Source: an optimization exercise on an open RTL-to-GDS flow (aim: small area, a short achievable clock period and few clock cycles). Production flows keep margins and buffers that such runs may drop.
Only simulation tests tie the RTL to the original design; equivalence was not proved.
Power and IR drop assume default switching activity.

## run.sh

```bash
#!/bin/bash
# synth_recipe.tcl (not shown) runs the flow's synth.tcl, then flattens the netlist and writes it again
# the make line also repeats each setting of config.mk as NAME=value (left out here)
make -C /OpenROAD-flow-scripts/flow DESIGN_CONFIG=/design/flow/config.mk WORK_HOME=/design/flow/orfs CLKGATE_MAP_FILE= SYNTH_SCRIPT=/design/flow/synth_recipe.tcl finish
```

## config.mk

```make
export PLATFORM = sky130hd
export DESIGN_NAME = lm32_top
export DESIGN_NICKNAME = lm32_top
export VERILOG_FILES = /design/flow/design.v
export SDC_FILE = /design/flow/constraint.sdc
export NUM_CORES = 4
export LEC_CHECK = 0
export ABC_AREA = 1
export ABC_CLOCK_PERIOD_IN_PS = 4000
export CAP_MARGIN = 20
export CORE_MARGIN = 2
export CORE_UTILIZATION = 55
export SETUP_SLACK_MARGIN = 5.0
export SLEW_MARGIN = 20
export TNS_END_PERCENT = 10
```

## constraint.sdc

```tcl
create_clock -name core_clock -period 9.0 [get_ports {clk_i}]
set_input_delay 1.8000 -clock core_clock [delete_from_list [all_inputs] [get_ports {clk_i}]]
set_output_delay 1.8000 -clock core_clock [all_outputs]
set_load 0.01 [all_outputs]
```

## design.v

```verilog
module lm32_top (
    clk_i,
    rst_i,
    interrupt,
    I_DAT_I,
    I_ACK_I,
    I_ERR_I,
    I_RTY_I,
    D_DAT_I,
    D_ACK_I,
    D_ERR_I,
    D_RTY_I,
    I_DAT_O,
    I_ADR_O,
    I_CYC_O,
    I_SEL_O,
    I_STB_O,
    I_WE_O,
    I_CTI_O,
    I_LOCK_O,
    I_BTE_O,
    D_DAT_O,
    D_ADR_O,
    D_CYC_O,
    D_SEL_O,
    D_STB_O,
    D_WE_O,
    D_CTI_O,
    D_LOCK_O,
    D_BTE_O
    );
input clk_i;
input rst_i;
input [31:0] interrupt;
input [31:0] I_DAT_I;
input I_ACK_I;
input I_ERR_I;
input I_RTY_I;
input [31:0] D_DAT_I;
input D_ACK_I;
input D_ERR_I;
input D_RTY_I;
output [31:0] I_DAT_O;
output [31:0] I_ADR_O;
output I_CYC_O;
output [3:0] I_SEL_O;
output I_STB_O;
output I_WE_O;
output [2:0] I_CTI_O;
output I_LOCK_O;
output [1:0] I_BTE_O;
output [31:0] D_DAT_O;
output [31:0] D_ADR_O;
output D_CYC_O;
output [3:0] D_SEL_O;
output D_STB_O;
output D_WE_O;
output [2:0] D_CTI_O;
output D_LOCK_O;
output [1:0] D_BTE_O;
reg boot;                
reg ex;                  
reg [2:0] mc;            
reg [29:0] fpc;          
reg i_req;               
reg i_got;               
reg kill;                
reg kill_irq;            
reg [29:0] epc;          
reg [31:0] ir;           
reg [31:0] opa;          
reg [31:0] opb;          
reg c_sub, c_load, c_store, c_mul, c_we, c_pcsel;
reg c_bcond, c_pred, c_eret, c_wcsr, c_scall;
reg c_breg;              
reg s_csr, s_sext, s_logic, s_cmp, s_shift, s_link;
reg [4:0] c_wa;
reg [1:0] c_size;
reg c_sx;
reg [29:0] c_alt;        
reg [15:0] c_imm;
reg [8:0] c_fn;          
reg d_req;
reg d_ld;
reg [31:0] dadr;
reg [31:0] ddat;
reg [3:0] dsel;
reg dwe;
reg [4:0] lrd;           
reg [1:0] lsz;
reg lsx;
reg lbuf_v;              
reg [31:0] ms, mcy;
reg ie, eie;
reg [31:0] im, ip;
reg [23:0] eba;
reg irq_q;
reg [31:0] rf [0:31];
wire i_ack = i_req & I_ACK_I;
wire ld_ack = d_req & D_ACK_I & d_ld;
wire [31:0] inst = i_got ? ir : I_DAT_I;
reg [31:0] ld_data;
always @(*)
begin
    casez ({lsz, dadr[1:0]})
    4'b0011: ld_data = {{24{lsx & D_DAT_I[7]}}, D_DAT_I[7:0]};
    4'b0010: ld_data = {{24{lsx & D_DAT_I[15]}}, D_DAT_I[15:8]};
    4'b0001: ld_data = {{24{lsx & D_DAT_I[23]}}, D_DAT_I[23:16]};
    4'b0000: ld_data = {{24{lsx & D_DAT_I[31]}}, D_DAT_I[31:24]};
    4'b111?: ld_data = {{16{lsx & D_DAT_I[15]}}, D_DAT_I[15:0]};
    4'b110?: ld_data = {{16{lsx & D_DAT_I[31]}}, D_DAT_I[31:16]};
    default: ld_data = D_DAT_I;
    endcase
end
wire [4:0] ra = inst[25:21];
wire [4:0] rb = inst[20:16];
wire [31:0] va = rf[ra];
wire [31:0] vb = rf[rb];
wire [5:0] op = inst[31:26];
wire [4:0] op5 = inst[30:26];
wire d_and   = op5 == 5'h08;
wire d_nor   = op5 == 5'h01;
wire d_or    = op5 == 5'h0e;
wire d_xor   = op5 == 5'h06;
wire d_xnor  = op5 == 5'h09;
wire d_andhi = op == 6'h18;
wire d_orhi  = op == 6'h1e;
wire d_logic = d_and | d_nor | d_or | d_xor | d_xnor | d_andhi | d_orhi;
wire d_cmpu  = (op5 == 5'h1c) | (op5 == 5'h1d);
wire d_cmp   = (op5 == 5'h19) | (op5 == 5'h1a) | (op5 == 5'h1b) | d_cmpu | (op5 == 5'h1f);
wire d_bcond = (op == 6'h11) | (op == 6'h12) | (op == 6'h13) | (op == 6'h14) | (op == 6'h15) | (op == 6'h17);
wire d_bi    = op == 6'h38;
wire d_b     = op == 6'h30;
wire d_call  = op == 6'h36;
wire d_calli = op == 6'h3e;
wire d_bra   = d_b | d_bi | d_bcond;
wire d_shift = (op5 == 5'h0f) | (op5 == 5'h05) | (op5 == 5'h00);
wire d_mul   = op5 == 5'h02;
wire d_sext  = (op == 6'h2c) | (op == 6'h37);
wire d_load  = (op == 6'h04) | (op == 6'h10) | (op == 6'h07) | (op == 6'h0b) | (op == 6'h0a);
wire d_store = (op == 6'h0c) | (op == 6'h03) | (op == 6'h16);
wire d_sub   = op == 6'h32;
wire d_raise = op == 6'h2b;
wire d_scall = d_raise & inst[2];
wire d_rcsr  = op == 6'h24;
wire d_wcsr  = op == 6'h34;
wire d_use_imm = !inst[31] & !d_bra & !d_store;
wire d_sx_imm = !(d_and | d_cmpu | d_nor | d_or | d_xnor | d_xor);
wire [31:0] d_imm = (d_andhi | d_orhi) ? {inst[15:0], 16'h0000}
                                       : {{16{d_sx_imm & inst[15]}}, inst[15:0]};
wire d_wen = !(d_bra | d_raise | d_store | d_wcsr);
wire [4:0] d_wa = (d_call | d_calli) ? 5'd29 : (!inst[31] ? inst[20:16] : inst[15:11]);
wire ld_busy = (d_req & d_ld) | lbuf_v;
wire ld_dep = (inst[25:21] == lrd) | (inst[20:16] == lrd) | (d_wa == lrd);
wire ready_b = !ex & (mc == 3'd0) & !boot & ((i_ack & !kill) | i_got);
wire ready = ready_b & !(ld_busy & ld_dep);
wire d_long = d_bi | d_calli;
wire d_pred = d_bcond & inst[15];
wire [29:0] f_inc = fpc + 30'd1;
wire [16:0] t_lo = {1'b0, fpc[15:0]} + {1'b0, inst[15:0]};
wire [10:0] t_mid0 = {1'b0, fpc[25:16]} + {1'b0, inst[25:16]};
wire [10:0] t_mid1 = {1'b0, fpc[25:16]} + {1'b0, inst[25:16]} + 11'd1;
wire [10:0] t_mid = t_lo[16] ? t_mid1 : t_mid0;
wire [13:0] h16_p = fpc[29:16] + 14'd1;
wire [13:0] h16_m = fpc[29:16] - 14'd1;
wire [13:0] t_h16 = inst[15] ? (t_lo[16] ? fpc[29:16] : h16_m) : (t_lo[16] ? h16_p : fpc[29:16]);
wire [3:0] h26_p = fpc[29:26] + 4'd1;
wire [3:0] h26_m = fpc[29:26] - 4'd1;
wire [3:0] t_h26 = inst[25] ? (t_mid[10] ? fpc[29:26] : h26_m) : (t_mid[10] ? h26_p : fpc[29:26]);
wire [29:0] f_tgt = d_long ? {t_h26, t_mid[9:0], t_lo[15:0]} : {t_h16, t_lo[15:0]};
wire [29:0] pred = d_scall ? {eba, 6'b111000}
                 : (d_long | d_pred) ? f_tgt
                 : f_inc;
wire [29:0] d_alt = (d_bcond & !d_pred) ? f_tgt : f_inc;
wire irq_take = ex & irq_q & !(d_req & d_ld) & !lbuf_v;
wire e_go = ex & (irq_take | !((c_load | c_store) & d_req & !D_ACK_I));
wire [31:0] bx = opb ^ {32{c_sub}};
wire [32:0] sum33 = {opa, 1'b1} + {bx, c_sub};
wire [31:0] sum = sum33[32:1];
wire cmp_eq = opa == opb;
wire cmp_ltu = opa < opb;
wire cmp_lt = (opa[31] != opb[31]) ? opa[31] : cmp_ltu;
reg cond;
always @(*)
begin
    case (c_fn[7:5])
    3'b001:  cond = cmp_eq;
    3'b111:  cond = !cmp_eq;
    3'b010:  cond = !cmp_eq && !cmp_lt;
    3'b011:  cond = !cmp_lt;
    3'b100:  cond = !cmp_ltu;
    3'b101:  cond = !cmp_ltu && !cmp_eq;
    default: cond = 1'b1;
    endcase
end
reg [31:0] logic_r;
integer li;
always @(*)
    for (li = 0; li < 32; li = li + 1)
        logic_r[li] = c_fn[5 + {opb[li], opa[li]}];
wire sh_left = c_fn[8];
wire sh_fill = c_fn[7] & !sh_left & opa[31];
reg [31:0] sh_in, sh_out;
integer si;
always @(*)
    for (si = 0; si < 32; si = si + 1)
        sh_in[si] = sh_left ? opa[31 - si] : opa[si];
wire [31:0] sh_1 = opb[0] ? {sh_fill, sh_in[31:1]} : sh_in;
wire [31:0] sh_2 = opb[1] ? {{2{sh_fill}}, sh_1[31:2]} : sh_1;
wire [31:0] sh_4 = opb[2] ? {{4{sh_fill}}, sh_2[31:4]} : sh_2;
wire [31:0] sh_8 = opb[3] ? {{8{sh_fill}}, sh_4[31:8]} : sh_4;
wire [31:0] sh_r = opb[4] ? {{16{sh_fill}}, sh_8[31:16]} : sh_8;
always @(*)
    for (si = 0; si < 32; si = si + 1)
        sh_out[si] = sh_left ? sh_r[31 - si] : sh_r[si];
wire [31:0] sext_r = (c_size == 2'b00) ? {{24{opa[7]}}, opa[7:0]} : {{16{opa[15]}}, opa[15:0]};
reg [31:0] csr_r;
always @(*)
begin
    case (c_fn[3:0])
    4'h0:    csr_r = {30'd0, eie, ie};
    4'h1:    csr_r = im;
    4'h2:    csr_r = ip;
    4'h6:    csr_r = 32'h0802000d;
    4'h7:    csr_r = {eba, 8'h00};
    default: csr_r = 32'd0;
    endcase
end
wire pcsel = irq_take | c_pcsel;
reg [31:0] e_res;
always @(*)
begin
    if (pcsel)        e_res = {epc, 2'b00};
    else if (s_link)  e_res = {c_alt, 2'b00};
    else if (s_cmp)   e_res = {31'd0, cond};
    else if (s_logic) e_res = logic_r;
    else if (s_shift) e_res = sh_out;
    else if (s_sext)  e_res = sext_r;
    else if (s_csr)   e_res = csr_r;
    else              e_res = sum;
end
wire redirect = irq_take | (c_bcond & (cond != c_pred));
wire [29:0] target = irq_take ? {eba, 6'b110000} : c_alt;
wire mem_go = e_go & (c_load | c_store) & !irq_take;
wire [31:0] addr = opa + {{16{c_imm[15]}}, c_imm};
reg [3:0] sel_c;
always @(*)
begin
    casez ({c_size, addr[1:0]})
    4'b0011: sel_c = 4'b0001;
    4'b0010: sel_c = 4'b0010;
    4'b0001: sel_c = 4'b0100;
    4'b0000: sel_c = 4'b1000;
    4'b111?: sel_c = 4'b0011;
    4'b110?: sel_c = 4'b1100;
    default: sel_c = 4'b1111;
    endcase
end
reg [31:0] st_data;
always @(*)
begin
    case (c_size)
    2'b00:   st_data = {4{opb[7:0]}};
    2'b11:   st_data = {2{opb[15:0]}};
    default: st_data = opb;
    endcase
end
wire [31:0] pr0 = opb[0] ? opa : 32'd0;
wire [31:0] pr1 = opb[1] ? {opa[30:0], 1'b0} : 32'd0;
wire [31:0] pr2 = opb[2] ? {opa[29:0], 2'b0} : 32'd0;
wire [31:0] pr3 = opb[3] ? {opa[28:0], 3'b0} : 32'd0;
wire [31:0] pr4 = opb[4] ? {opa[27:0], 4'b0} : 32'd0;
wire [31:0] pr5 = opb[5] ? {opa[26:0], 5'b0} : 32'd0;
wire [31:0] pr6 = opb[6] ? {opa[25:0], 6'b0} : 32'd0;
wire [31:0] pr7 = opb[7] ? {opa[24:0], 7'b0} : 32'd0;
wire [31:0] as = ex ? 32'd0 : ms;
wire [31:0] ac = ex ? 32'd0 : mcy;
wire [31:0] l1a_s = pr0 ^ pr1 ^ pr2;
wire [31:0] l1a_c = {((pr0 & pr1) | (pr0 & pr2) | (pr1 & pr2)), 1'b0};
wire [31:0] l1b_s = pr3 ^ pr4 ^ pr5;
wire [31:0] l1b_c = {((pr3 & pr4) | (pr3 & pr5) | (pr4 & pr5)), 1'b0};
wire [31:0] l1c_s = pr6 ^ pr7 ^ as;
wire [31:0] l1c_c = {((pr6 & pr7) | (pr6 & as) | (pr7 & as)), 1'b0};
wire [31:0] l2a_s = l1a_s ^ l1a_c ^ l1b_s;
wire [31:0] l2a_c = {((l1a_s & l1a_c) | (l1a_s & l1b_s) | (l1a_c & l1b_s)), 1'b0};
wire [31:0] l2b_s = l1b_c ^ l1c_s ^ l1c_c;
wire [31:0] l2b_c = {((l1b_c & l1c_s) | (l1b_c & l1c_c) | (l1c_s & l1c_c)), 1'b0};
wire [31:0] l3_s = l2a_s ^ l2a_c ^ l2b_s;
wire [31:0] l3_c = {((l2a_s & l2a_c) | (l2a_s & l2b_s) | (l2a_c & l2b_s)), 1'b0};
wire [31:0] l4_s = l3_s ^ l3_c ^ l2b_c;
wire [31:0] l4_c = {((l3_s & l3_c) | (l3_s & l2b_c) | (l3_c & l2b_c)), 1'b0};
wire [31:0] l5_s = l4_s ^ l4_c ^ ac;
wire [31:0] l5_c = {((l4_s & l4_c) | (l4_s & ac) | (l4_c & ac)), 1'b0};
wire [31:0] mres = ms + mcy;
wire m_last = mc == 3'd1;
wire e_wr = ex & (irq_take | c_we);
wire ld_now = ld_ack & !e_wr & !m_last;
wire rf_we = lbuf_v | ld_now | m_last | e_wr;
wire [4:0] rf_wa = (lbuf_v | ld_now) ? lrd : irq_take ? 5'd30 : c_wa;
wire [31:0] rf_wd = lbuf_v ? ddat : ld_now ? ld_data : m_last ? mres : e_res;
always @(posedge clk_i)
    if (rf_we)
        rf[rf_wa] <= rf_wd;
always @(posedge clk_i)
begin
    if (rst_i) begin
        boot <= 1'b1;
        ex <= 1'b0;
        mc <= 3'd0;
        fpc <= 30'd0;
        i_req <= 1'b0;
        i_got <= 1'b0;
        kill <= 1'b0;
        d_req <= 1'b0;
        lbuf_v <= 1'b0;
    end else begin
        lbuf_v <= ld_ack & !ld_now;
        boot <= 1'b0;
        if (boot)
            i_req <= 1'b1;
        if (mc != 3'd0)
            mc <= mc - 3'd1;
        if (i_ack) begin
            i_req <= 1'b0;
            if (kill) begin
                kill <= 1'b0;
                fpc <= kill_irq ? {eba, 6'b110000} : c_alt;
                i_req <= 1'b1;
            end else if (!ready)
                i_got <= 1'b1;
        end
        if (ready) begin
            i_got <= 1'b0;
            fpc <= pred;
            i_req <= 1'b1;
            ex <= 1'b1;
        end
        if (e_go)
            ex <= 1'b0;
        if (ex & c_breg)
            fpc <= opa[31:2];
        if (ex) begin
            if (c_mul & !irq_take)
                mc <= 3'd4;
            if (redirect) begin
                if (i_req & !I_ACK_I) begin
                    kill <= 1'b1;
                    kill_irq <= irq_take;
                end else begin
                    fpc <= target;
                    i_req <= 1'b1;
                    i_got <= 1'b0;
                end
            end
        end
        if (d_req & D_ACK_I)
            d_req <= 1'b0;
        if (mem_go)
            d_req <= 1'b1;
    end
end
always @(posedge clk_i)
begin
    if (i_ack & !kill)
        ir <= I_DAT_I;
    if (ready_b) begin
        epc <= fpc;
        opa <= va;
        opb <= d_use_imm ? d_imm : vb;
        c_alt <= d_alt;
        c_imm <= inst[15:0];
        c_fn <= inst[29:21];
        c_size <= inst[27:26];
        c_sx <= inst[28];
        c_sub <= d_sub;
        c_load <= d_load;
        c_store <= d_store;
        c_mul <= d_mul;
        c_we <= (d_wen & !d_load & !d_mul) | d_scall;
        c_pcsel <= d_scall;
        c_wa <= d_scall ? 5'd30 : d_wa;
        c_bcond <= d_bcond;
        c_breg <= d_b | d_call;
        c_pred <= d_pred;
        c_eret <= d_b & (inst[25:21] == 5'd30);
        c_wcsr <= d_wcsr;
        c_scall <= d_scall;
        s_csr <= d_rcsr;
        s_sext <= d_sext;
        s_logic <= d_logic;
        s_cmp <= d_cmp;
        s_shift <= d_shift;
        s_link <= d_call | d_calli;
    end
    if (ld_ack & !ld_now)
        ddat <= ld_data;
    if ((ex & c_mul) | (mc != 3'd0)) begin
        ms <= l5_s;
        mcy <= l5_c;
        opa <= {opa[23:0], 8'h00};
        opb <= {8'h00, opb[31:8]};
    end
    if (mem_go) begin
        dadr <= addr;
        dsel <= sel_c;
        dwe <= c_store;
        d_ld <= c_load;
        ddat <= st_data;
        lrd <= c_wa;
        lsz <= c_size;
        lsx <= c_sx;
    end
end
always @(posedge clk_i)
begin
    if (rst_i) begin
        ie <= 1'b0;
        eie <= 1'b0;
        im <= 32'd0;
        ip <= 32'd0;
        eba <= 24'd0;
        irq_q <= 1'b0;
    end else begin
        ip <= ip | interrupt;
        irq_q <= ie & (|(ip & im));
        if (ex) begin
            if (irq_take | c_scall) begin
                eie <= ie;
                ie <= 1'b0;
            end else if (c_eret)
                ie <= eie;
            else if (c_wcsr) begin
                case (c_fn[3:0])
                4'h0: begin
                    ie <= opb[0];
                    eie <= opb[1];
                end
                4'h1: im <= opb;
                4'h2: ip <= (ip | interrupt) & ~opb;
                4'h7: eba <= opb[31:8];
                default: ;
                endcase
            end
        end
    end
end
assign I_ADR_O = {(ex & c_breg) ? opa[31:2] : fpc, 2'b00};
assign I_CYC_O = i_req;
assign I_STB_O = i_req;
assign I_DAT_O = 32'd0;
assign I_SEL_O = 4'b1111;
assign I_WE_O = 1'b0;
assign I_CTI_O = 3'b111;
assign I_LOCK_O = 1'b0;
assign I_BTE_O = 2'b00;
assign D_ADR_O = dadr;
assign D_SEL_O = dsel;
assign D_WE_O = dwe;
assign D_CYC_O = d_req;
assign D_STB_O = d_req;
assign D_DAT_O = ddat;
assign D_CTI_O = 3'b111;
assign D_LOCK_O = 1'b0;
assign D_BTE_O = 2'b00;
endmodule
```

==> impl_results.rst, run 1 <==
.. list-table::
   :header-rows: 1

   * - Metric
     - Value
   * - Status
     - no timing/DRC/antenna violations
   * - Type of element launching the critical path
     - register
   * - Critical path required time
     - approximately 9.5 ns
   * - Synth cell types
     - 67
   * - Initial DRT Pass Iterations
     - 11
   * - Setup repair after global routing missed its margin
     - yes
   * - Number of nets with antenna violations after detailed routing
     - 0
   * - Number of cells after detailed placement
     - ~13000
   * - Final HPWL DP
     - 252000 um
   * - Synthesized netlist cell count
     - 11100
   * - Total of flip-flops plus latches after synthesis
     - roughly 1500
   * - Setup Crit Path Kind
     - reg2reg
   * - Area of the core
     - 0.169 mm^2
   * - Global-route wire length before repair
     - between 500000 and 600000 um
   * - Drt initial violations
     - 15600
   * - YS warnings
     - 1
   * - Async set-reset flop share out of synthesis
     - 0
   * - Element type at the critical path end
     - register
   * - Achievable frequency
     - 0.228 GHz
   * - Highest fanout seen on the critical path
     - 32
   * - Vias per cell
     - between 6 and 7
   * - Data arrival time of the worst path
     - about 4.9 ns
   * - Register area share after synthesis
     - 0.463
   * - Setup-violating endpoint count in the final report
     - 0
   * - Final critical-path share of the clock period
     - 0.487
   * - Fraction of layout cells with a size suffix above 1
     - 0.104
   * - Routed wire length
     - between 400000 and 500000 um
   * - Post-route core utilization
     - 0.640
   * - Die outline width
     - between 400 and 500 um
   * - Static power due to leakage
     - 42.3 nW
   * - Placed Instance Area
     - around 0.1 mm^2
   * - Effective utilization at floorplan
     - 0.554
   * - Vias in the first global route
     - 83600
   * - Pin count of the biggest net entering global routing
     - 202
   * - Clock transition time at the flip-flop clock pins of the worst setup and hold paths
     - 0.06 ns
   * - Buffers from clock root to sink, at most
     - 3
   * - Overall power of the completed layout
     - 36.9 mW
   * - Cell at the root of the clock tree
     - sky130_fd_sc_hd__clkbuf_16
   * - Clock insertion delay at the later pin of the skew report
     - between 0.8 and 0.9 ns
   * - TritonCTS Sinks
     - 1497
   * - Max rail drop VDD
     - roughly 290 uV
   * - Number of buffers added on ports
     - 202
   * - Post-Synthesis Cell Area
     - roughly 0.094 mm^2
   * - CTS hold repair buffers
     - 0
   * - Final Cell Area
     - 0.108 mm^2
   * - All-layer global routing usage
     - 0.472
   * - Transition time at the pin with the least slew margin
     - between 1 and 1.5 ns
   * - Fin. Hold Viols
     - 0
   * - Power per cell area
     - approximately 340 mW/mm^2
   * - FF-to-FF setup slack
     - 4.62 ns
   * - Vias post-DR
     - 90800
   * - Leading cell type in the layout, fill and taps excluded
     - sky130_fd_sc_hd__nand2_1
   * - Headroom to the max-slew limit
     - 0.0680
   * - Drt wl/cell
     - between 30 and 40 um
   * - Number of H-tree levels
     - 4
   * - RD Place Congestion
     - 1.06
   * - Number of buffers created by CTS
     - around 170
   * - Antenna violations before repair
     - 29
   * - Flip-flop cell with the highest count after synthesis
     - sky130_fd_sc_hd__edfxtp_1
   * - Synth-to-layout area growth
     - 15.4%
   * - Layout Cells excl Fill
     - around 14000
   * - CTS tree
     - yes
   * - Leading cell types in the layout, fill and taps excluded
     - sky130_fd_sc_hd__nand2_1 (2153), sky130_fd_sc_hd__edfxtp_1 (1350), sky130_fd_sc_hd__o21ai_0 (1239)
   * - Die ar.
     - 0.174 mm^2
   * - Count of flip-flops with a built-in enable after synthesis
     - 1350
   * - Time the final worst path needs with I/O delays and setup
     - 4.38 ns
   * - Final Net Count
     - 11600
   * - MaxCap Viol Count
     - 0
   * - Worst hold path type
     - reg2reg
   * - Mean cell area of the mapped netlist
     - 8.49 um^2
   * - Core Rows
     - 151
   * - Final setup skew
     - 0.0650 ns
   * - Max-slew violation total from the final report
     - 0
   * - Number of placed I/O pins
     - roughly 260
   * - Y dimension of the die
     - 417 um
   * - DRC viols
     - 0
   * - Global route overflow
     - 0
   * - Accumulated negative setup slack
     - 0 ns
per-layer routing:
metal	up-vias	global-route usage	part of all wire
li1	38500	-	-
met1	42900	0.566	0.33
met2	7336	0.695	0.42
met3	2021	0.140	0.14
met4	6	0.405	0.11
met5	-	0	0.00011
cells by family after synthesis:
| family | after synthesis | share of synthesized area |
|---|---|---|
| flops | 1497 | 0.463 |
| compound gates | 3236 | 0.202 |
| simple gates | 3878 | 0.168 |
| mux | 2 | 0.000213 |
| fa+ha+maj | 402 | 0.0708 |
| xor+xnor | 173 | 0.0161 |
| other cells | 2 | 0.0000800 |
| buf+inv | 1868 | 0.0804 |
area by class of cell:
| type | instances | area, um^2 |
|---|---|---|
| Fill cell | 14000 | 61100 |
| Multi-Input combinational cell | 7751 | 45200 |
| Sequential cell | 1497 | 43500 |
| Timing Repair Buffer | 670 | 7140 |
| Clock buffer | 207 | 4470 |
| Inverter | 1033 | 4190 |
| Tap cell | 2218 | 2780 |
| Clock inverter | 94 | 937 |
| Timing Repair inverter | 15 | 129 |
| Antenna cell | 22 | 55.1 |
stage by stage:
step	hold slack, ns	worst slack, ns
after floorplan	0.403	4.10
after global placement	0.432	2.43
after detailed placement	0.436	2.41
after CTS	0.433	4.75
after global routing	0.461	4.63
final	0.441	4.62
Yosys cell counts (all sizes together), types with 26 or more instances:
cell type,instances,share of area
o22ai,86,0.0057
nand2,2251,0.091
a21oi,927,0.049
nand4,31,0.0021
buf,345,0.020
or2,37,0.0025
inv,1016,0.041
xnor2,38,0.0035
ha,186,0.025
a32o,97,0.010
o221ai,152,0.014
dfxtp,147,0.031
clkbuf,490,0.020
a31oi,100,0.0067
xor2,135,0.013
nor2,904,0.037
edfxtp,1350,0.43
nor3,53,0.0031
nand3,577,0.031
o32ai,26,0.0024
a221oi,30,0.0028
o21ai,1370,0.074
o211ai,257,0.021
fa,216,0.046
o31ai,41,0.0033
o21a,28,0.0022
o21bai,53,0.0042
power by group:
group	total [mW]	internal, mW	leakage, nW	switching [mW]
Combinational	19.7	6.46	26.1	13.3
Clock	6.86	3.86	2.64	3.01
Sequential	10.3	9.85	13.6	0.436
flip-flops by register name (all words and copies together), names as in the netlist, 4 cells and up:
name and count:
rf 1024, dadr 32, ddat 32, im 32
ip 32, ir 32, ms 32, opa 32
opb 32, c_alt 30, epc 30, fpc 30
mcy 29, eba 24, c_imm 16, c_fn 7
c_wa 5, lrd 5, dsel 4
worst paths after layout:
| kind | cells past startpoint | startpoint | endpoint |
|---|---|---|---|
| max | 20 | opb[14] | rf[31][25] |
| min | 0 | c_load | d_ld |
| max reg2reg | 20 | opb[14] | rf[31][25] |
| min reg2reg | 0 | c_load | d_ld |
critical path, stage by stage (launching register included):
cell and delay [ns]:
sky130_fd_sc_hd__edfxtp_1 0.92, sky130_fd_sc_hd__xor2_1 0.19, sky130_fd_sc_hd__ha_1 0.40, sky130_fd_sc_hd__a21oi_1 0.11, sky130_fd_sc_hd__o21ai_0 0.33, sky130_fd_sc_hd__a21oi_1 0.11
sky130_fd_sc_hd__or2_2 0.32, sky130_fd_sc_hd__nand3_1 0.11, sky130_fd_sc_hd__nand2_1 0.06, sky130_fd_sc_hd__nand3_1 0.06, sky130_fd_sc_hd__nand2_1 0.06, sky130_fd_sc_hd__nand2_1 0.06
sky130_fd_sc_hd__nand2_1 0.05, sky130_fd_sc_hd__nand2_1 0.07, sky130_fd_sc_hd__nand2_1 0.05, sky130_fd_sc_hd__nand2_1 0.18, sky130_fd_sc_hd__nand2_1 0.07, sky130_fd_sc_hd__nand2_1 0.25
sky130_fd_sc_hd__nand2_1 0.27, sky130_fd_sc_hd__nand2_1 0.17, sky130_fd_sc_hd__nand2_4 0.20
timing repair:
item	CTS	global route
gates resized for setup	537	224
pin swaps	97	34
setup endpoints to repair	2304	2343
hold endpoints to repair	0	0
setup buffers	200	39
gates cloned	37	10
Testbench counts, summed over its fixed seeds: cycles 153,737.
==> run 2: changes to the inputs <==
--- a/design.v
+++ b/design.v
@@ -73,7 +73,7 @@
 reg c_sub, c_load, c_store, c_mul, c_we, c_pcsel;
 reg c_bcond, c_pred, c_eret, c_wcsr, c_scall;
 reg c_breg;              
-reg s_csr, s_sext, s_logic, s_cmp, s_shift, s_link;
+reg s_csr, s_sext, s_logic, s_cmp, s_shift, s_link, s_add;
 reg [4:0] c_wa;
 reg [1:0] c_size;
 reg c_sx;
@@ -227,18 +227,14 @@
     endcase
 end
 wire pcsel = irq_take | c_pcsel;
-reg [31:0] e_res;
-always @(*)
-begin
-    if (pcsel)        e_res = {epc, 2'b00};
-    else if (s_link)  e_res = {c_alt, 2'b00};
-    else if (s_cmp)   e_res = {31'd0, cond};
-    else if (s_logic) e_res = logic_r;
-    else if (s_shift) e_res = sh_out;
-    else if (s_sext)  e_res = sext_r;
-    else if (s_csr)   e_res = csr_r;
-    else              e_res = sum;
-end
+wire [31:0] e_res = ({32{pcsel}} & {epc, 2'b00})
+                  | ({32{s_link & !irq_take}} & {c_alt, 2'b00})
+                  | ({32{s_cmp & !irq_take}} & {31'd0, cond})
+                  | ({32{s_logic & !irq_take}} & logic_r)
+                  | ({32{s_shift & !irq_take}} & sh_out)
+                  | ({32{s_sext & !irq_take}} & sext_r)
+                  | ({32{s_csr & !irq_take}} & csr_r)
+                  | ({32{s_add & !irq_take}} & sum);
 wire redirect = irq_take | (c_bcond & (cond != c_pred));
 wire [29:0] target = irq_take ? {eba, 6'b110000} : c_alt;
 wire mem_go = e_go & (c_load | c_store) & !irq_take;
@@ -297,7 +293,7 @@
 wire ld_now = ld_ack & !e_wr & !m_last;
 wire rf_we = lbuf_v | ld_now | m_last | e_wr;
 wire [4:0] rf_wa = (lbuf_v | ld_now) ? lrd : irq_take ? 5'd30 : c_wa;
-wire [31:0] rf_wd = lbuf_v ? ddat : ld_now ? ld_data : m_last ? mres : e_res;
+wire [31:0] rf_wd = e_wr ? e_res : lbuf_v ? ddat : ld_now ? ld_data : mres;
 always @(posedge clk_i)
     if (rf_we)
         rf[rf_wa] <= rf_wd;
@@ -391,6 +387,7 @@
         s_cmp <= d_cmp;
         s_shift <= d_shift;
         s_link <= d_call | d_calli;
+        s_add <= !(d_scall | d_call | d_calli | d_cmp | d_logic | d_shift | d_sext | d_rcsr);
     end
     if (ld_ack & !ld_now)
         ddat <= ld_data;
--- a/config.mk
+++ b/config.mk
@@ -9,7 +9,7 @@
 export ABC_CLOCK_PERIOD_IN_PS = 4000
 export CAP_MARGIN = 20
 export CORE_MARGIN = 2
-export CORE_UTILIZATION = 55
+export CORE_UTILIZATION = 40
 export SETUP_SLACK_MARGIN = 5.0
 export SLEW_MARGIN = 20
 export TNS_END_PERCENT = 10
==> run 2 against run 1 <==
Compared with the run above:
- still clean
- combinational power up 13%
- clock skew increased by 0.058 ns
- first-iteration DRC count shrank 9.7%
- critical path depth decreased by 5
- clock-buffer cell count grew 13
- register-to-register slack better by 0.12 ns
- synthesized cell count down 3.5%
- critical path type is now in2reg
- largest power group unchanged
==> impl_results.rst, run 2 <==
.. list-table::
   :header-rows: 1

   * - Metric
     - Value
   * - Post-Place Setup Slack
     - 2.52 ns (+0.110 ns)
   * - Largest reg by FF count
     - rf
   * - Register area
     - 0.0435 mm^2 (about the same)
   * - Element type at the critical path end
     - register
   * - Number of cells after detailed placement
     - 13400 (+4.1%)
   * - Transition time at the pin with the least slew margin
     - 1.26 ns (-0.119 ns)
   * - Critical path required time
     - 9.75 ns (+0.25 ns)
   * - Max-slew violation total from the final report
     - 0 (unchanged)
   * - Final HPWL DP
     - 267000 um (+6.0%)
   * - Met1 track utilization from global routing
     - 0.462 (-0.105)
   * - Final Cell Area
     - 0.109 mm^2 (+0.34%)
   * - Vias in the first global route
     - 81100 (-2.9%)
   * - Count of flip-flops with a built-in enable after synthesis
     - 1351 (+0.074%)
   * - RD Place Congestion
     - 1.04 (-2.5%)
   * - Clock transition time at the flip-flop clock pins of the worst setup and hold paths
     - 0.05 ns (about the same)
   * - Number of H-tree levels
     - 4 (unchanged)
   * - Final critical-path share of the clock period
     - 0.475 (-0.0116)
   * - Core Rows
     - 176 (+17%)
   * - Effective utilization at floorplan
     - 0.402 (-0.152)
   * - Parity-gate share of the synthesized area counting xor and xnor cells
     - 0.0151 (-0.00105)
   * - CTS tree
     - yes
   * - Accumulated negative setup slack
     - 0 ns (unchanged)
   * - YS warnings
     - 1 (unchanged)
   * - Status
     - no timing/DRC/antenna violations
   * - Post-Synthesis Cell Area
     - 0.0923 mm^2 (-1.7%)
   * - Max rail drop VDD
     - 326 uV (+14%)
   * - Setup repair after global routing missed its margin
     - yes
   * - Multiplexer area fraction after synthesis
     - 0.000868 (+0.000654)
   * - Die outline width
     - 484 um (+16%)
   * - Y dimension of the die
     - 484 um (+16%)
   * - Setup Crit Path Kind
     - in2reg
   * - Worst R2R End
     - rf[2][30]
   * - Met2 demand-to-capacity share in global routing
     - 0.516 (-0.180)
   * - Leading cell types in the layout, fill and taps excluded
     - sky130_fd_sc_hd__nand2_1 (2012), sky130_fd_sc_hd__edfxtp_1 (1351), sky130_fd_sc_hd__o21ai_0 (1269)
   * - Global routing met3 resource utilization
     - 0.0910 (-0.0492)
   * - Synthesized netlist cell count
     - 10700 (-3.5%)
   * - Routed wire length
     - 431000 um (+1.9%)
   * - Top cell type's share of synthesized area
     - 0.440 (+0.00781)
   * - Top cells by area, synth
     - sky130_fd_sc_hd__edfxtp_1 (44%), sky130_fd_sc_hd__nand2_1 (8.4%), sky130_fd_sc_hd__o21ai_0 (7.2%), sky130_fd_sc_hd__fa_1 (4.7%), sky130_fd_sc_hd__a21oi_1 (4.6%)
   * - Worst Reg2Reg Path Length in Cells
     - 14 (-30%)
   * - Achievable frequency
     - 0.234 GHz (+2.4%)
   * - Synth cell types
     - 71 (+6.0%)
   * - Area of the core
     - 0.230 mm^2 (+36%)
   * - Die ar.
     - 0.235 mm^2 (+35%)
   * - Type of element launching the critical path
     - primary input
   * - Post-synthesis share of cell area spent on and, or, nand and nor gates
     - 0.161 (-0.00611)
   * - FF-to-FF setup slack
     - 4.74 ns (+0.12 ns)
   * - DRC viols
     - 0 (unchanged)
   * - Count of filler cells inserted in the layout
     - 21400 (+53%)
   * - Drt initial violations
     - 14100 (-9.7%)
   * - Static power due to leakage
     - 41.9 nW (-0.79%)
   * - Last element of the critical path
     - opb[31]
   * - Initial DRT Pass Iterations
     - 7 (-4)
   * - All-layer global routing usage
     - 0.351 (-0.121)
   * - Vias per cell
     - 6.31 (-6.2%)
   * - Setup ws final
     - 4.72 ns (+0.104 ns)
   * - Register area share after synthesis
     - 0.471 (+0.00835)
   * - Area occupied by multi-input gates
     - 0.0441 mm^2 (-2.6%)
   * - Buffers from clock root to sink, at most
     - 3 (unchanged)
   * - Leading cell type in the layout, fill and taps excluded
     - sky130_fd_sc_hd__nand2_1
   * - Flip-flop count of the largest register, all copies and words added
     - 1024 (unchanged)
   * - Setup-violating endpoint count in the final report
     - 0 (unchanged)
   * - Worst setup path startpoint
     - I_DAT_I[27]
   * - Fraction of the mapped netlist area in adder cells
     - 0.0719 (+0.00109)
   * - Combinational family with the most area after synthesis
     - compound AO/OA/AOI/OAI gates
   * - Global route overflow
     - 0 (unchanged)
   * - Global-route wire length before repair
     - 596000 um (+1.3%)
   * - Final setup skew
     - 0.124 ns (+0.0585 ns)
   * - Number of placed I/O pins
     - 258 (unchanged)
   * - MaxCap Viol Count
     - 0 (unchanged)
   * - Async set-reset flop share out of synthesis
     - 0 (unchanged)
   * - Synth-to-layout area growth
     - 17.8%
   * - Most common cell in the netlist
     - sky130_fd_sc_hd__nand2_1
   * - Headroom to the max-slew limit
     - 0.150 (+0.0819)
   * - Drt wl/cell
     - 30.8 um (-1.7%)
   * - TritonCTS Sinks
     - 1498 (+0.067%)
   * - Number of nets with antenna violations after detailed routing
     - 0 (unchanged)
   * - Placed Instance Area
     - 0.0978 mm^2 (+0.30%)
   * - CTS hold repair buffers
     - 0 (unchanged)
   * - Power per cell area
     - 377 mW/mm^2 (+11%)
   * - Data arrival time of the worst path
     - 5.03 ns (+0.14 ns)
   * - R2R Path Start
     - c_sub
   * - Total of flip-flops plus latches after synthesis
     - 1498 (+0.067%)
   * - Fin. Hold Viols
     - 0 (unchanged)
   * - Hold_ws
     - 0.476 ns (+0.0352 ns)
   * - Vias post-DR
     - 88300 (-2.8%)
   * - Post-route core utilization
     - 0.474 (-0.166)
   * - Final Net Count
     - 11300 (-2.8%)
   * - Highest fanout seen on the critical path
     - 18 (-44%)
   * - Area leader, netlist
     - sky130_fd_sc_hd__edfxtp_1
   * - Flip-flop cell with the highest count after synthesis
     - sky130_fd_sc_hd__edfxtp_1
   * - Number of buffers added on ports
     - 202 (unchanged)
   * - Area fraction in compound gates after synthesis
     - 0.202 (+0.000678)
   * - Clock insertion delay at the later pin of the skew report
     - 0.91 ns (+0.05 ns)
   * - Layout Cells excl Fill
     - 14000 (+3.6%)
   * - Synth cell count leaders
     - sky130_fd_sc_hd__nand2_1 (2057), sky130_fd_sc_hd__edfxtp_1 (1351), sky130_fd_sc_hd__o21ai_0 (1327)
   * - Cell at the root of the clock tree
     - sky130_fd_sc_hd__clkbuf_16
   * - Time the final worst path needs with I/O delays and setup
     - 4.28 ns (-0.104 ns)
   * - Worst hold path type
     - reg2reg
   * - Antenna violations before repair
     - 33 (+14%)
   * - Global route hottest layer
     - met2
   * - Overall power of the completed layout
     - 41.1 mW (+11%)
   * - Mean cell area of the mapped netlist
     - 8.65 um^2 (+1.8%)
   * - Number of cells on the worst hold path
     - 0 (unchanged)
   * - Fraction of layout cells with a size suffix above 1
     - 0.111 (+0.00658)
   * - Number of buffers created by CTS
     - 169 (+2.4%)
   * - Pin count of the biggest net entering global routing
     - 186 (-7.9%)
## run 2: cell types whose count changed in the layout (fill, tap and decap cells not counted), sizes merged, moves of 31 or more
cell	change
inv	-56
o211ai	-34
nand3	-31
nand2	-179
o22ai	+40
a21oi	-70
a31oi	-34
## run 2: cell type report
cell class              instances  share of cell area
inverters                     980              0.0373
clock buffers                 220              0.0417
diodes                         23            0.000529
repair inverters               13             0.00102
multi-input cells            7464               0.405
well taps                    3026              0.0348
clock inverters                90             0.00970
repair buffers                685              0.0698
flip-flops and latches       1498               0.400
## run 2: kinds of logic after synthesis
logic type               count (synthesis)
other                                    2
flip-flops                            1498
adder cells (fa/ha/maj)                401
multiplexers                             8
AND/OR/NAND/NOR                       3660
XOR/XNOR                               159
buffers and inverters                 1773
AO/OA/AOI/OAI                         3175
## run 2: worst min-delay path by stage
stage	to	startpoint
final	lrd[3]	c_wa[3]
after global routing	lrd[3]	c_wa[3]
after CTS	lrd[3]	c_wa[3]
after detailed placement	lrd[0]	c_wa[0]
after global placement	lrd[0]	c_wa[0]
after floorplan	epc[28]	fpc[28]
## run 2: worst max-delay path, cell delays in order
cell and delay (ns):
sky130_fd_sc_hd__clkdlybuf4s50_1 0.53, sky130_fd_sc_hd__nand2_1 0.11, sky130_fd_sc_hd__nand2_4 0.13, sky130_fd_sc_hd__nand2_2 0.11, sky130_fd_sc_hd__nor2_4 0.14, sky130_fd_sc_hd__inv_1 0.08
sky130_fd_sc_hd__nand2_1 0.13, sky130_fd_sc_hd__nor3_4 0.09, sky130_fd_sc_hd__nor4_1 0.26, sky130_fd_sc_hd__nand2_2 0.14, sky130_fd_sc_hd__inv_2 0.56, sky130_fd_sc_hd__o2111ai_1 0.57
sky130_fd_sc_hd__nand3_1 0.19, sky130_fd_sc_hd__o211ai_1 0.10, sky130_fd_sc_hd__inv_1 0.07
## run 2: per-layer routing
metal / vias up / routed length (um)
met5: - / 537
met4: 28 / 31200
met2: 6616 / 183000
met1: 42700 / 160000
met3: 1362 / 56400
li1: 37600 / -
## run 2: power by group
group          total, mW  leakage, nW  switching [mW]  internal, mW
Sequential          11.8         13.5           0.396          11.4
Clock               7.00         2.71            3.07          3.94
Combinational       22.3         25.7            15.6          6.63
Total               41.1         41.9            19.1          21.9
## run 2: repair_timing
item / 4_1_cts / 5_1_grt
gates cloned: 39 / 9
setup buffers: 133 / 53
endpoints found under the setup margin: 2461 / 2312
pin swaps: 51 / 47
endpoints found under the hold margin: 0 / 0
resized for setup: 636 / 193
Testbench counts of run 2, summed over its fixed seeds: cycles 153,737.
==> run 3: changes to the inputs <==
--- a/config.mk
+++ b/config.mk
@@ -9,7 +9,7 @@
 export ABC_CLOCK_PERIOD_IN_PS = 4000
 export CAP_MARGIN = 20
 export CORE_MARGIN = 2
-export CORE_UTILIZATION = 40
+export CORE_UTILIZATION = 55
 export SETUP_SLACK_MARGIN = 5.0
 export SLEW_MARGIN = 20
 export TNS_END_PERCENT = 10
==> run 3 against run 2 <==
Compared with the run above:
- now fails the layout checks on capacitance limit, slew limit
- clock-buffer cell count decreased by 11
- fmax shrank 1.4%
- register-to-register slack got worse by 0.08 ns
- synthesized area is the same
- cell count down 6.0%
- die area fell by 27%
- power is essentially flat
- core utilization increased by 17 points
- via count grew 1.2%
- critical path depth down 5
- worst setup slack worse by 0.059 ns
- highest routed layer unchanged
==> impl_results.rst, run 3 <==
.. list-table::
   :header-rows: 1

   * - Metric
     - Value
   * - Worst hold path type
     - reg2reg
   * - MaxCap Viol Count
     - 1 (+1)
   * - Clock insertion delay at the later pin of the skew report
     - 0.88 ns (-0.03 ns)
   * - Most common cell in the netlist
     - sky130_fd_sc_hd__nand2_1
   * - Final critical-path share of the clock period
     - 0.482 (+0.00656)
   * - CTS hold repair buffers
     - 0 (unchanged)
   * - Layout Cells excl Fill
     - 13200 (-6.0%)
   * - Leading cell types in the layout, fill and taps excluded
     - sky130_fd_sc_hd__nand2_1 (1997), sky130_fd_sc_hd__edfxtp_1 (1351), sky130_fd_sc_hd__o21ai_0 (1262)
   * - Setup-violating endpoint count in the final report
     - 0 (unchanged)
   * - Synthesized netlist cell count
     - 10700 (unchanged)
   * - Flip-flop count of the largest register, all copies and words added
     - 1024 (unchanged)
   * - Drt initial violations
     - 15300 (+8.6%)
   * - Overall power of the completed layout
     - 41.0 mW (about the same)
   * - Parity-gate share of the synthesized area counting xor and xnor cells
     - 0.0151 (unchanged)
   * - Final HPWL DP
     - 249000 um (-6.5%)
   * - Critical path required time
     - 9.46 ns (-0.29 ns)
   * - Fraction of the mapped netlist area in adder cells
     - 0.0719 (unchanged)
   * - Synth cell types
     - 71 (unchanged)
   * - Static power due to leakage
     - 41.7 nW (-0.51%)
   * - Vias post-DR
     - 89400 (+1.2%)
   * - Async set-reset flop share out of synthesis
     - 0 (unchanged)
   * - Core Rows
     - 150 (-15%)
   * - Slowest cell delay on critical path
     - 0.94 ns (+0.37 ns)
   * - Effective utilization at floorplan
     - 0.553 (+0.151)
   * - Area fraction in compound gates after synthesis
     - 0.202 (unchanged)
   * - DRC viols
     - 0 (unchanged)
   * - Number of placed I/O pins
     - 258 (unchanged)
   * - Number of nets with antenna violations after detailed routing
     - 0 (unchanged)
   * - TritonCTS Sinks
     - 1498 (unchanged)
   * - All-layer global routing usage
     - 0.465 (+0.114)
   * - Buffers from clock root to sink, at most
     - 3 (unchanged)
   * - Routed wire length
     - 413000 um (-4.2%)
   * - Drt wl/cell
     - 31.4 um (+1.9%)
   * - Number of buffers added on ports
     - 202 (unchanged)
   * - Combinational family with the most area after synthesis
     - compound AO/OA/AOI/OAI gates
   * - Global-route wire length before repair
     - 570000 um (-4.3%)
   * - Accumulated negative setup slack
     - 0 ns (unchanged)
   * - Vias per cell
     - 6.79 (+7.6%)
   * - Synth-to-layout area growth
     - 16.2%
   * - Element type at the critical path end
     - register
   * - Multiplexer area fraction after synthesis
     - 0.000868 (unchanged)
   * - Initial DRT Pass Iterations
     - 10 (+3)
   * - Final setup skew
     - 0.0775 ns (-0.0460 ns)
   * - Achievable frequency
     - 0.231 GHz (-1.4%)
   * - Leading cell type in the layout, fill and taps excluded
     - sky130_fd_sc_hd__nand2_1
   * - Status
     - complete, but fails checks
   * - Area of the core
     - 0.167 mm^2 (-27%)
   * - Critical-path cell with the highest stage delay
     - sky130_fd_sc_hd__xor2_1
   * - Fraction of layout cells with a size suffix above 1
     - 0.110 (-0.000680)
   * - Largest reg by FF count
     - rf
   * - Post-Synthesis Cell Area
     - 0.0923 mm^2 (unchanged)
   * - Fail Reasons
     - capacitance limit, slew limit
   * - Type of element launching the critical path
     - register
   * - Total of flip-flops plus latches after synthesis
     - 1498 (unchanged)
   * - Hold_ws
     - 0.431 ns (-0.0454 ns)
   * - Die ar.
     - 0.171 mm^2 (-27%)
   * - Die outline width
     - 414 um (-15%)
   * - Post-synthesis share of cell area spent on and, or, nand and nor gates
     - 0.161 (unchanged)
   * - Top cells by area, synth
     - sky130_fd_sc_hd__edfxtp_1 (44%), sky130_fd_sc_hd__nand2_1 (8.4%), sky130_fd_sc_hd__o21ai_0 (7.2%), sky130_fd_sc_hd__fa_1 (4.7%), sky130_fd_sc_hd__a21oi_1 (4.6%)
   * - Global route overflow
     - 0 (unchanged)
   * - Max rail drop VDD
     - 361 uV (+11%)
   * - Post-Place Setup Slack
     - 2.38 ns (-0.133 ns)
   * - Crit path cell chain
     - buf_4 -> buf_4 -> ha_1 -> nand4_1 -> nor3_1 -> nand3_1 -> nand3_1 -> nand3_1 -> nand2_1 -> xor2_1
   * - Register area share after synthesis
     - 0.471 (unchanged)
   * - Highest fanout seen on the critical path
     - 10 (-8)
   * - Cell at the root of the clock tree
     - sky130_fd_sc_hd__clkbuf_16
   * - Y dimension of the die
     - 414 um (-15%)
   * - Clock transition time at the flip-flop clock pins of the worst setup and hold paths
     - 0.07 ns (+0.02 ns)
   * - Top cell type's share of synthesized area
     - 0.440 (unchanged)
   * - Transition time at the pin with the least slew margin
     - 2.68 ns (+1.42 ns)
   * - Number of H-tree levels
     - 4 (unchanged)
   * - Synth cell count leaders
     - sky130_fd_sc_hd__nand2_1 (2057), sky130_fd_sc_hd__edfxtp_1 (1351), sky130_fd_sc_hd__o21ai_0 (1327)
   * - Count of flip-flops with a built-in enable after synthesis
     - 1351 (unchanged)
   * - Number of cells after detailed placement
     - 12600 (-6.4%)
   * - Mean cell area of the mapped netlist
     - 8.65 um^2 (unchanged)
   * - Final Net Count
     - 11300 (-0.062%)
   * - Most prevalent standard cell on the critical path
     - sky130_fd_sc_hd__nand3_1
   * - Max-slew violation total from the final report
     - 3 (+3)
   * - RD Place Congestion
     - 1.10 (+6.0%)
   * - Data arrival time of the worst path
     - 4.80 ns (-0.23 ns)
   * - Time the final worst path needs with I/O delays and setup
     - 4.34 ns (+0.0591 ns)
   * - Power per cell area
     - 382 mW/mm^2 (+1.3%)
   * - YS warnings
     - 1 (unchanged)
   * - Vias in the first global route
     - 81800 (+0.85%)
   * - Flip-flop cell with the highest count after synthesis
     - sky130_fd_sc_hd__edfxtp_1
   * - Pin count of the biggest net entering global routing
     - 184 (-1.1%)
   * - Area leader, netlist
     - sky130_fd_sc_hd__edfxtp_1
   * - Fin. Hold Viols
     - 0 (unchanged)
   * - Setup repair after global routing missed its margin
     - yes
   * - Headroom to the max-slew limit
     - -0.803 (-0.953)
   * - Number of buffers created by CTS
     - 165 (-2.4%)
   * - Setup ws final
     - 4.66 ns (-0.0591 ns)
   * - Antenna violations before repair
     - 30 (-9.1%)
   * - CTS tree
     - yes
   * - Setup Crit Path Kind
     - reg2reg
run 3: changes by cell type in the layout (fill, tap and decap cells not counted), sizes merged:
cell and delta:
dlygate4sd2 +10, clkdlybuf4s50 +6, o21ai -1, bufbuf -1
nand2 +1, clkdlybuf4s15 -1, inv +6, clkinv +2
clkbuf -8, buf -23, clkinvlp +5, a41oi +1
bufinv -2, diode -9
run 3: area by class of cell:
| cell class | count | area (um^2) |
|---|---|---|
| clock inverter | 99 | 981 |
| multi-input combinational | 7465 | 43900 |
| antenna | 14 | 35.0 |
| sequential | 1498 | 43500 |
| timing repair buffer | 679 | 7430 |
| inverter | 980 | 4060 |
| fill | 13600 | 59600 |
| timing repair inverter | 15 | 129 |
| tap | 2204 | 2760 |
| clock buffer | 209 | 4420 |
run 3: power breakdown:
part / switching (mW) / internal, mW / total, mW
combinational: 15.6 / 6.85 / 22.4
clock: 3.00 / 3.82 / 6.82
sequential: 0.423 / 11.4 / 11.8
run 3: layer usage:
metal,vias up,part of all wire,GRT usage
met5,-,0.00071,0
met4,28,0.087,0.328
met3,1852,0.15,0.156
met2,7489,0.42,0.679
met1,42400,0.34,0.578
li1,37600,-,-
run 3: worst max-delay path, delay by kind of cell (launching register included):
kind          cells  cell delay, ns
buf+inv           2            0.49
xor+xnor          1            0.94
simple gates      6            1.59
fa+ha+maj         1            0.42
flops             1            0.52
run 3: timing repair:
action,CTS,global route
gates resized for setup,470,249
setup endpoints to repair,2386,2342
gates cloned,38,9
pin swaps,72,65
buffers inserted,166,55
run 3: per-stage QoR:
stage                     cell area, um^2   util
after floorplan                     92600      -
after global placement              96700  0.579
after detailed placement            96700  0.580
after CTS                          106000  0.634
after global routing               107000  0.643
final                              107000  0.643
run 3: path summary, 6_finish.rpt:
kind	from	to	slack, ns	depth (start not counted)
worst min-delay path	c_wa[2]	lrd[2]	0.43	0
worst max register to register	opa[11]	dadr[23]	4.66	10
worst min register to register	c_wa[2]	lrd[2]	0.43	0
worst max-delay path	opa[11]	dadr[23]	4.66	10
run 3: cells by family after synthesis:
family	count (synthesis)
multiplexers	8
XOR/XNOR	159
AND/OR/NAND/NOR	3660
other	2
AO/OA/AOI/OAI	3175
adder cells (fa/ha/maj)	401
buffers and inverters	1773
flip-flops	1498
==> run 4: changes to the inputs <==
--- a/config.mk
+++ b/config.mk
@@ -9,7 +9,7 @@
 export ABC_CLOCK_PERIOD_IN_PS = 4000
 export CAP_MARGIN = 20
 export CORE_MARGIN = 2
-export CORE_UTILIZATION = 55
+export CORE_UTILIZATION = 40
 export SETUP_SLACK_MARGIN = 5.0
 export SLEW_MARGIN = 20
-export TNS_END_PERCENT = 10
+export TNS_END_PERCENT = 30
==> run 4 against run 3 <==
Compared with the run above:
- the run now finishes clean
- combinational power barely moved
- non-clock buffer count rose by 39
- final area increased by 2.1%
- core utilization decreased by 17 points
- worst hold slack improved by 0.027 ns
- first-iteration DRC count is 8.8% lower
- via count down 0.92%
- clock skew down 0.0030 ns
- cell count grew 6.5%
- sequential power about the same
- critical path depth up 6
- clock-buffer cell count grew 10
==> impl_results.rst, run 4 <==
.. list-table::
   :header-rows: 1

   * - Metric
     - Value
   * - Drt wl/cell
     - 30.7 um (-2.1%)
   * - Final setup skew
     - 0.0745 ns (-0.00300 ns)
   * - Most prevalent standard cell on the critical path
     - sky130_fd_sc_hd__buf_4
   * - Final Net Count
     - 11300 (+0.35%)
   * - Clock transition time at the flip-flop clock pins of the worst setup and hold paths
     - 0.07 ns (about the same)
   * - Count of filler cells inserted in the layout
     - 21400 (+57%)
   * - Register area share after synthesis
     - 0.471 (unchanged)
   * - Data arrival time of the worst path
     - 4.80 ns (about the same)
   * - All-layer global routing usage
     - 0.351 (-0.113)
   * - Die outline width
     - 484 um (+17%)
   * - TritonCTS Sinks
     - 1498 (unchanged)
   * - Setup repair after global routing missed its margin
     - yes
   * - Transition time at the pin with the least slew margin
     - 1.32 ns (-1.36 ns)
   * - Number of buffers added on ports
     - 202 (unchanged)
   * - Count of flip-flops with a built-in enable after synthesis
     - 1351 (unchanged)
   * - Total of flip-flops plus latches after synthesis
     - 1498 (unchanged)
   * - Accumulated negative setup slack
     - 0 ns (unchanged)
   * - Number of buffers created by CTS
     - 172 (+4.2%)
   * - Crit path cell chain
     - buf_4 -> inv_2 -> buf_6 -> nand4_1 -> inv_2 -> buf_4 -> nor2_2 -> inv_2 -> buf_4 -> nand2_1 -> nand3_1 -> a211oi_1 -> nand3_1 -> nand2_1 -> o21ai_2 -> buf_4
   * - Flip-flop count of the largest register, all copies and words added
     - 1024 (unchanged)
   * - Final HPWL DP
     - 264000 um (+5.8%)
   * - Y dimension of the die
     - 484 um (+17%)
   * - Max rail drop VDD
     - 344 uV (-4.6%)
   * - Leading cell type in the layout, fill and taps excluded
     - sky130_fd_sc_hd__nand2_1
   * - Power per cell area
     - 377 mW/mm^2 (-1.3%)
   * - Fin. Hold Viols
     - 0 (unchanged)
   * - Flip-flop cell with the highest count after synthesis
     - sky130_fd_sc_hd__edfxtp_1
   * - Status
     - no timing/DRC/antenna violations
   * - Register area
     - 0.0435 mm^2 (about the same)
   * - Element type at the critical path end
     - register
   * - Setup-violating endpoint count in the final report
     - 0 (unchanged)
   * - Async set-reset flop share out of synthesis
     - 0 (unchanged)
   * - Effective utilization at floorplan
     - 0.402 (-0.151)
   * - Slowest cell delay on critical path
     - 0.67 ns (-0.27 ns)
   * - Buffers from clock root to sink, at most
     - 3 (unchanged)
   * - Pin count of the biggest net entering global routing
     - 213 (+16%)
   * - Type of element launching the critical path
     - register
   * - Synth cell types
     - 71 (unchanged)
   * - Number of nets with antenna violations after detailed routing
     - 0 (unchanged)
   * - RD Place Congestion
     - 1.05 (-4.5%)
   * - MaxCap Viol Count
     - 0 (-1)
   * - Most common cell in the netlist
     - sky130_fd_sc_hd__nand2_1
   * - Area occupied by multi-input gates
     - 0.0444 mm^2 (+1.1%)
   * - Area of the core
     - 0.230 mm^2 (+38%)
   * - Final critical-path share of the clock period
     - 0.475 (-0.00675)
   * - CTS tree
     - yes
   * - Static power due to leakage
     - 42.3 nW (+1.4%)
   * - Top cell type's share of synthesized area
     - 0.440 (unchanged)
   * - Worst hold path type
     - reg2reg
   * - Number of H-tree levels
     - 4 (unchanged)
   * - Synthesized netlist cell count
     - 10700 (unchanged)
   * - Setup Crit Path Kind
     - reg2reg
   * - Drt initial violations
     - 13900 (-8.8%)
   * - Core Rows
     - 176 (+17%)
   * - Max-slew violation total from the final report
     - 0 (-3)
   * - Cell at the root of the clock tree
     - sky130_fd_sc_hd__clkbuf_16
   * - Antenna violations before repair
     - 26 (-13%)
   * - Achievable frequency
     - 0.234 GHz (+1.4%)
   * - Mean cell area of the mapped netlist
     - 8.65 um^2 (unchanged)
   * - Post-Synthesis Cell Area
     - 0.0923 mm^2 (unchanged)
   * - Highest fanout seen on the critical path
     - 32 (+22)
   * - Die ar.
     - 0.235 mm^2 (+37%)
   * - Leading cell types in the layout, fill and taps excluded
     - sky130_fd_sc_hd__nand2_1 (1989), sky130_fd_sc_hd__edfxtp_1 (1351), sky130_fd_sc_hd__o21ai_0 (1254)
   * - Number of placed I/O pins
     - 258 (unchanged)
   * - Vias post-DR
     - 88500 (-0.92%)
   * - Fraction of layout cells with a size suffix above 1
     - 0.119 (+0.00902)
   * - Clock insertion delay at the later pin of the skew report
     - 0.89 ns (about the same)
   * - Synth-to-layout area growth
     - 18.7%
   * - Vias in the first global route
     - 81500 (-0.34%)
   * - Largest reg by FF count
     - rf
   * - Initial DRT Pass Iterations
     - 7 (-3)
   * - Critical path required time
     - 9.52 ns (+0.06 ns)
   * - Time the final worst path needs with I/O delays and setup
     - 4.28 ns (-0.0608 ns)
   * - Top cells by area, synth
     - sky130_fd_sc_hd__edfxtp_1 (44%), sky130_fd_sc_hd__nand2_1 (8.4%), sky130_fd_sc_hd__o21ai_0 (7.2%), sky130_fd_sc_hd__fa_1 (4.7%), sky130_fd_sc_hd__a21oi_1 (4.6%)
   * - YS warnings
     - 1 (unchanged)
   * - Critical-path cell with the highest stage delay
     - sky130_fd_sc_hd__a211oi_1
   * - Count of buffering cells on the critical path with inverters included
     - 8 (+6)
   * - Vias per cell
     - 6.31 (-7.0%)
   * - Synth cell count leaders
     - sky130_fd_sc_hd__nand2_1 (2057), sky130_fd_sc_hd__edfxtp_1 (1351), sky130_fd_sc_hd__o21ai_0 (1327)
   * - Global route overflow
     - 0 (unchanged)
   * - Global-route wire length before repair
     - 596000 um (+4.5%)
   * - Headroom to the max-slew limit
     - 0.117 (+0.920)
   * - Routed wire length
     - 431000 um (+4.3%)
   * - Overall power of the completed layout
     - 41.3 mW (+0.74%)
   * - DRC viols
     - 0 (unchanged)
   * - Delay-heaviest family, CP
     - buffers and inverters
   * - Area leader, netlist
     - sky130_fd_sc_hd__edfxtp_1
## run 4: final timing paths
kind / from / end / slack (ns) / depth (start not counted)
setup / recovery: lbuf_v / rf[6][19] / 4.72 / 16
hold / removal: c_wa[0] / lrd[0] / 0.46 / 0
setup reg to reg: lbuf_v / rf[6][19] / 4.72 / 16
hold reg to reg: c_wa[0] / lrd[0] / 0.46 / 0
## run 4: metal layers
metal / wire length [um] / global-route usage / vias up
met4: 32400 / 0.221 / 18
li1: - / - / 37600
met1: 159000 / 0.455 / 42900
met2: 183000 / 0.519 / 6523
met3: 57000 / 0.0957 / 1481
met5: 116 / 0 / -
## run 4: layout make-up
class | count | area share
multi-input cells | 7463 | 0.405
flip-flops and latches | 1498 | 0.397
repair buffers | 718 | 0.0727
clock buffers | 219 | 0.0414
inverters | 980 | 0.0369
well taps | 3026 | 0.0346
clock inverters | 100 | 0.0106
repair inverters | 11 | 0.000868
diodes | 10 | 0.000228
## run 4: cells by family (layout without fill, tap and decap cells)
logic type               count (synthesis)  count (layout)  share of synthesized area
buffers and inverters                 1773            2028                     0.0768
flip-flops                            1498            1498                      0.471
XOR/XNOR                               159             159                     0.0151
adder cells (fa/ha/maj)                401             401                     0.0719
other                                    2              61                  0.0000814
AO/OA/AOI/OAI                         3175            3175                      0.202
multiplexers                             8               8                   0.000868
AND/OR/NAND/NOR                       3660            3669                      0.161
## run 4: power breakdown
group          switching (mW)  internal, mW  leakage, nW
clock                    3.12          4.07         2.75
sequential              0.399          11.4         13.5
combinational            15.6          6.77         26.0
## run 4: timing repair
| item | CTS | global route |
|---|---|---|
| hold buffers | 0 | 0 |
| endpoints found under the hold margin | 0 | 0 |
| pin swaps | 79 | 77 |
| cloned | 37 | 7 |
| setup endpoints to repair | 2402 | 2249 |
| setup buffers | 169 | 67 |
| resized for setup | 672 | 287 |
## run 4: stage by stage
stage	setup WS (ns)	utilization	hold WS, ns	cells	area (um^2)
after floorplan	4.00	-	0.403	10700	92700
after global placement	2.22	0.425	0.455	13400	97700
after detailed placement	2.26	0.425	0.443	13400	97700
after CTS	4.64	0.469	0.460	13900	108000
after global routing	4.76	0.477	0.481	14000	110000
final	4.72	0.477	0.458	14000	110000

static timing again, ports no longer ideal:
Ports are ideal in the flow. The routed layouts listed here were re-timed in OpenROAD. Step 1 sets driving cells, clkbuf_16 on the clock port and buf_2 on the other inputs (assumed; they add their load-dependent delay and slew). Step 2 adds t to the input delays and takes it off the output delays; t is the mean of the earliest and latest rising clock arrival at the registers after step 1. Input paths then give back, and output paths get back, about the clock's delay inside the block. Three values: ideal ports, drivers, drivers and shift; two values: the first two.
| run | t, ns | slack for setup (ns) | worst register clock-pin slew, ns | worst slew at a driven data input, ns |
|---|---|---|---|---|
| run 1 | 0.934 | 4.617 / 4.579 / 3.822 | 0.07 / 0.07 | 0.07 |
| run 2 | 0.950 | 4.721 / 4.650 / 3.843 | 0.07 / 0.07 | 0.08 |
| run 3 | 0.928 | 4.662 / 4.620 / 3.828 | 0.08 / 0.08 | 0.06 |
| run 4 | 0.955 | 4.723 / 4.688 / 3.888 | 0.07 / 0.07 | 0.08 |
For run 2, which loses most, drivers alone change the setup slack by -0.071 ns; drivers and shift together by -0.878 ns.
